Source: an optimization exercise on an open RTL-to-GDS flow (aim: small area). Production flows keep margins and buffers that such runs may drop.
Where RTL was checked, it was by simulation tests only, not by an equivalence proof against the original.
No driver is modelled on the clock port, so clocking that relies on it looks cheaper here than on a real chip.
Power is estimated from default activity; no workload was simulated.

== rev 12 ==
Design axi_gpio_top, start of the top module:
module axi_gpio_top(  
  input ACLK,
  input ARESETn,
  input        AWVALID,
  output       AWREADY,
  input [31:0] AWADDR,
  input [2 :0] AWPROT,
  input        WVALID,
  output       WREADY,
  input [31:0] WDATA,
  input [3 :0] WSTRB,  
  output       BVALID,
  input        BREADY,
  output[1 :0] BRESP,
  input        ARVALID,
  output       ARREADY,
  input [31:0] ARADDR,
  input [2 :0] ARPROT,
  output       RVALID,
  input        RREADY,
  output[31:0] RDATA,
  output[1 :0] RRESP,
  output [7:0] led,      
  input  [7:0] switch,   
  input  [4:0] button,    
  output interrupt
);
Size: about 1400 cells after synthesis, roughly 380 flip-flops, about 180 I/O pins, roughly 15000 um2 of cells after synthesis.
Settings: LEC_CHECK=0, ABC_AREA=1, CAP_MARGIN=10, CORE_MARGIN=2, CORE_UTILIZATION=80, SLEW_MARGIN=10; clock period 10.0 ns.
standard.sh (not shown) runs the stock make flow with config.mk's settings and CLKGATE_MAP_FILE= SYNTH_SCRIPT=/design/flow/synth_recipe.tcl, a recipe that flattens the netlist after the stock synthesis.
==> flow/flow/run.sh <==
#!/bin/bash
# Own layout flow: the standard flow (standard.sh), with these changes:
#  - synthesis maps the logic with an area-oriented ABC script (abc_area.script
#    here) instead of ORFS's, and skips ORFS's half/full adder extraction;
#    everything else in the synthesis is unchanged, so the registers are the
#    standard synthesis's;
#  - port buffering uses sky130_fd_sc_hd__buf_1 cells;
#  - CTS clusters at most 18 flip-flops per sky130_fd_sc_hd__clkbuf_8, with no
#    dummy loads;
#  - after CTS, cells off the critical paths are sized down, and clock
#    buffers whose flip-flops see a slow clock edge are sized up (post_cts.tcl).
# Each tool's full output stays in orfs/logs/; make's output goes to make.log.
set -euo pipefail
W=$(pwd)
cat > "$W/own_synth.tcl" <<EOT
proc abc {args} {
  set i [lsearch -exact \$args -script]
  if {\$i >= 0} { lset args [expr {\$i + 1}] {$W/flow/abc_area.script} }
  yosys abc {*}\$args
}
# ORFS's half/full adder extraction only hurts the area here
proc extract_fa {args} {}
source {$W/synth_recipe.tcl}
EOT
EXTRA="'BUFFER_PORTS_ARGS=-buffer_cell sky130_fd_sc_hd__buf_1'"
EXTRA+=" 'CTS_ARGS=-sink_clustering_enable -repair_clock_nets -buf_list sky130_fd_sc_hd__clkbuf_8 -sink_clustering_size 18 -sink_clustering_max_diameter 70 -dont_use_dummy_load'"
EXTRA+=" 'POST_CTS_TCL=$W/flow/post_cts.tcl'"
sed -e "s#SYNTH_SCRIPT=[^ ']*#SYNTH_SCRIPT=$W/own_synth.tcl#" \
    -e "s#CLKGATE_MAP_FILE= #CLKGATE_MAP_FILE= $EXTRA #" \
    standard.sh > own_standard.sh
grep -q own_synth.tcl own_standard.sh
grep -q POST_CTS_TCL own_standard.sh
bash own_standard.sh > make.log 2>&1
==> flow/flow/post_cts.tcl <==
# size down cells on paths with slack to spare, then re-legalise
log_cmd repair_timing -recover_power 100 -setup_margin 0 -hold_margin 0 -verbose

estimate_parasitics -placement
set slow_drivers {}
foreach pin [get_pins -of_objects [all_registers -edge_triggered] -filter "is_clock==1"] {
  set s 0.0
  foreach prop {slew_max_rise slew_max_fall} {
    set v [get_property $pin $prop]
    if {[string is double -strict $v] && $v > $s} { set s $v }
  }
  if {$s > 0.100} {
    foreach drv [get_pins -of_objects [get_nets -of_objects $pin] -filter "direction==output"] {
      lappend slow_drivers [get_full_name [get_cells -of_objects $drv]]
    }
  }
}
foreach inst [lsort -unique $slow_drivers] {
  set cell [get_property [get_cells $inst] ref_name]
  set bigger [string map {clkbuf_4 clkbuf_8 clkbuf_8 clkbuf_16} $cell]
  if {$bigger ne $cell} {
    puts "upsizing clock buffer $inst: $cell -> $bigger"
    replace_cell [get_cells $inst] [get_lib_cells $bigger]
  }
}
detailed_placement
check_placement -verbose
Other scripts of this flow, unchanged in this note and not shown: flow/flow/abc_area.script
### rev 12 -> rev 13
Settings: swapping 80 for 60 in CORE_UTILIZATION.
diff --git a/flow/flow/post_cts.tcl b/flow/flow/post_cts.tcl
--- a/flow/flow/post_cts.tcl
+++ b/flow/flow/post_cts.tcl
@@ -12 +12 @@
-  if {$s > 0.100} {
+  if {$s > 0.110} {
[summary]
Rev 13 vs. rev 12: final sequential cell count has remained practically unchanged, die area has increased, wire length of the first global-routing pass has decreased, shortest clock period the worst path allows after layout has decreased.
Looking only at largest incremental delay on the critical path, and setting everything else aside, the higher value of rev 13 and rev 12 goes to rev 12.
Rev 13 ended with less routed wire length on met2 than rev 12.
The non-filler instance count after layout reported for rev 13 is greater than that of rev 12 by 95.

## wip/raven
axi_gpio_top, a different RTL version from the one above (not shown whole).
Size: roughly 1400 cells after synthesis, ~380 flip-flops, about 180 I/O pins, ~15000 sq um of cells after synthesis.
Settings: LEC_CHECK=0, ABC_AREA=1, CAP_MARGIN=10, CORE_MARGIN=2, CORE_UTILIZATION=40, SLEW_MARGIN=10; clock period 10.0 ns.
==> flow/flow/run.sh <==
#!/bin/bash
# Own layout flow: the standard flow (standard.sh), with these changes:
#  - synthesis maps the logic with an area-oriented ABC script (abc_area.script
#    here) instead of ORFS's, and skips ORFS's half/full adder extraction;
#    everything else in the synthesis is unchanged, so the registers are the
#    standard synthesis's;
#  - port buffering uses sky130_fd_sc_hd__buf_1 cells;
#  - CTS clusters at most 18 flip-flops per sky130_fd_sc_hd__clkbuf_8, with no
#    dummy loads;
#  - after CTS, cells off the critical paths are sized down (post_cts.tcl).
# Each tool's full output stays in orfs/logs/; make's output goes to make.log.
set -euo pipefail
W=$(pwd)
cat > "$W/own_synth.tcl" <<EOT
proc abc {args} {
  set i [lsearch -exact \$args -script]
  if {\$i >= 0} { lset args [expr {\$i + 1}] {$W/flow/abc_area.script} }
  yosys abc {*}\$args
}
# ORFS's half/full adder extraction only hurts the area here
proc extract_fa {args} {}
source {$W/synth_recipe.tcl}
EOT
EXTRA="'BUFFER_PORTS_ARGS=-buffer_cell sky130_fd_sc_hd__buf_1'"
EXTRA+=" 'CTS_ARGS=-sink_clustering_enable -repair_clock_nets -buf_list sky130_fd_sc_hd__clkbuf_8 -sink_clustering_size 16 -sink_clustering_max_diameter 50 -dont_use_dummy_load'"
EXTRA+=" 'POST_CTS_TCL=$W/flow/post_cts.tcl'"
sed -e "s#SYNTH_SCRIPT=[^ ']*#SYNTH_SCRIPT=$W/own_synth.tcl#" \
    -e "s#CLKGATE_MAP_FILE= #CLKGATE_MAP_FILE= $EXTRA #" \
    standard.sh > own_standard.sh
grep -q own_synth.tcl own_standard.sh
grep -q POST_CTS_TCL own_standard.sh
bash own_standard.sh > make.log 2>&1
==> flow/flow/abc_area.script <==
strash
dch
amap
strash
&get -n
&dch
&nf -a -R 1000
&put
strash
dch
amap
strash
&get -n
&dch
&nf -a -R 1000
&put
==> flow/flow/post_cts.tcl <==
# size down cells on paths with slack to spare, then re-legalise
log_cmd repair_timing -recover_power 100 -setup_margin 0 -hold_margin 0 -verbose
detailed_placement
check_placement -verbose
Input changes introduced in wip/cedar (baseline for comparison: wip/raven):
Settings: swapping 40 for 60 in CORE_UTILIZATION.
-- flow/flow/run.sh --
<<< wip/raven, line 25
EXTRA+=" 'CTS_ARGS=-sink_clustering_enable -repair_clock_nets -buf_list sky130_fd_sc_hd__clkbuf_8 -sink_clustering_size 16 -sink_clustering_max_diameter 50 -dont_use_dummy_load'"
>>> wip/cedar, line 25
EXTRA+=" 'CTS_ARGS=-sink_clustering_enable -repair_clock_nets -buf_list sky130_fd_sc_hd__clkbuf_8 -sink_clustering_size 17 -sink_clustering_max_diameter 55 -dont_use_dummy_load'"
### Flow results
- wip/cedar: site row count is 18% lower than what wip/raven reported.
- Lower signal arrival time at the worst endpoint goes to wip/cedar over wip/raven.
- wip/raven -> wip/cedar: clock buffer count decreased by a few percent
- For wip/cedar, the critical path class was reg -> reg, unlike wip/raven, where it was in -> reg.
- Of wip/cedar and wip/raven, it is wip/cedar that has the higher smallest hold slack.
- Going from wip/raven to wip/cedar, internal power component moved down, wire length moved down, relative contribution of combinational cells to total power moved up.
- wip/raven -> wip/cedar: first-iteration DRC count increased by more than a quarter
- The first-pass GRT wire length of wip/cedar is lower than that of wip/raven.
Input changes introduced in wip/onyx (baseline for comparison: wip/cedar):
-- flow/flow/run.sh --
<<< wip/cedar, line 25
EXTRA+=" 'CTS_ARGS=-sink_clustering_enable -repair_clock_nets -buf_list sky130_fd_sc_hd__clkbuf_8 -sink_clustering_size 17 -sink_clustering_max_diameter 55 -dont_use_dummy_load'"
>>> wip/onyx, line 25
EXTRA+=" 'CTS_ARGS=-sink_clustering_enable -repair_clock_nets -buf_list sky130_fd_sc_hd__clkbuf_8 -sink_clustering_size 15 -sink_clustering_max_diameter 60 -dont_use_dummy_load'"
Results
- Re worst hold slack: wip/onyx is 0.0075 ns up on wip/cedar.
- From wip/cedar to wip/onyx the numbers moved as follows: sequential portion of the cell area essentially unchanged, total vias in the final route essentially unchanged, global-route usage increased 0.18 points, cell count after synthesis essentially unchanged, number of clock buffers in the layout decreased about 3%.
- Clock-pin slew on the worst setup and hold paths: wip/onyx vs wip/cedar — no meaningful difference
- Sort wip/onyx and wip/cedar by worst-case setup margin in the final layout desc -> top: wip/cedar
No functional check of the RTL was part of any run of this note.

## port drivers added, routing unchanged
The flow's constraints put no driver on any port. The routed layouts listed below were extracted and timed again, unchanged, in two steps. Step 1 (the two cells are an assumption about what drives the block):
set clk [get_ports {ACLK}]
set_driving_cell -lib_cell sky130_fd_sc_hd__clkbuf_16 $clk
set_driving_cell -lib_cell sky130_fd_sc_hd__buf_2 [delete_from_list [all_inputs] $clk]
Step 2 also shifts input and output timing later by t, the mid clock arrival at the registers, as if the neighbouring blocks saw the same clock. Slacks: no drivers / after step 1 / after step 2; pairs: no drivers / after step 1.
| run | t (ns) | setup WS [ns] | worst setup path after step 2 | cell pins on the clock port's net |
|---|---|---|---|---|
| rev 12 | 0.667 | 5.854 / 5.854 / 5.429 | input to register | 1 |
| rev 13 | 0.633 | 6.153 / 6.172 / 5.539 | input to register | 1 |
| wip/raven | 0.585 | 6.170 / 6.189 / 5.604 | input to register | 1 |
| wip/cedar | 0.573 | 6.409 / 6.372 / 5.906 | input to register | 1 |
| wip/onyx | 0.575 | 6.381 / 6.338 / 5.922 | input to register | 1 |
After both steps every run listed still meets setup and hold. The setup slack of rev 13, which loses most, moves by +0.019 ns with the drivers and by -0.614 ns with both steps.
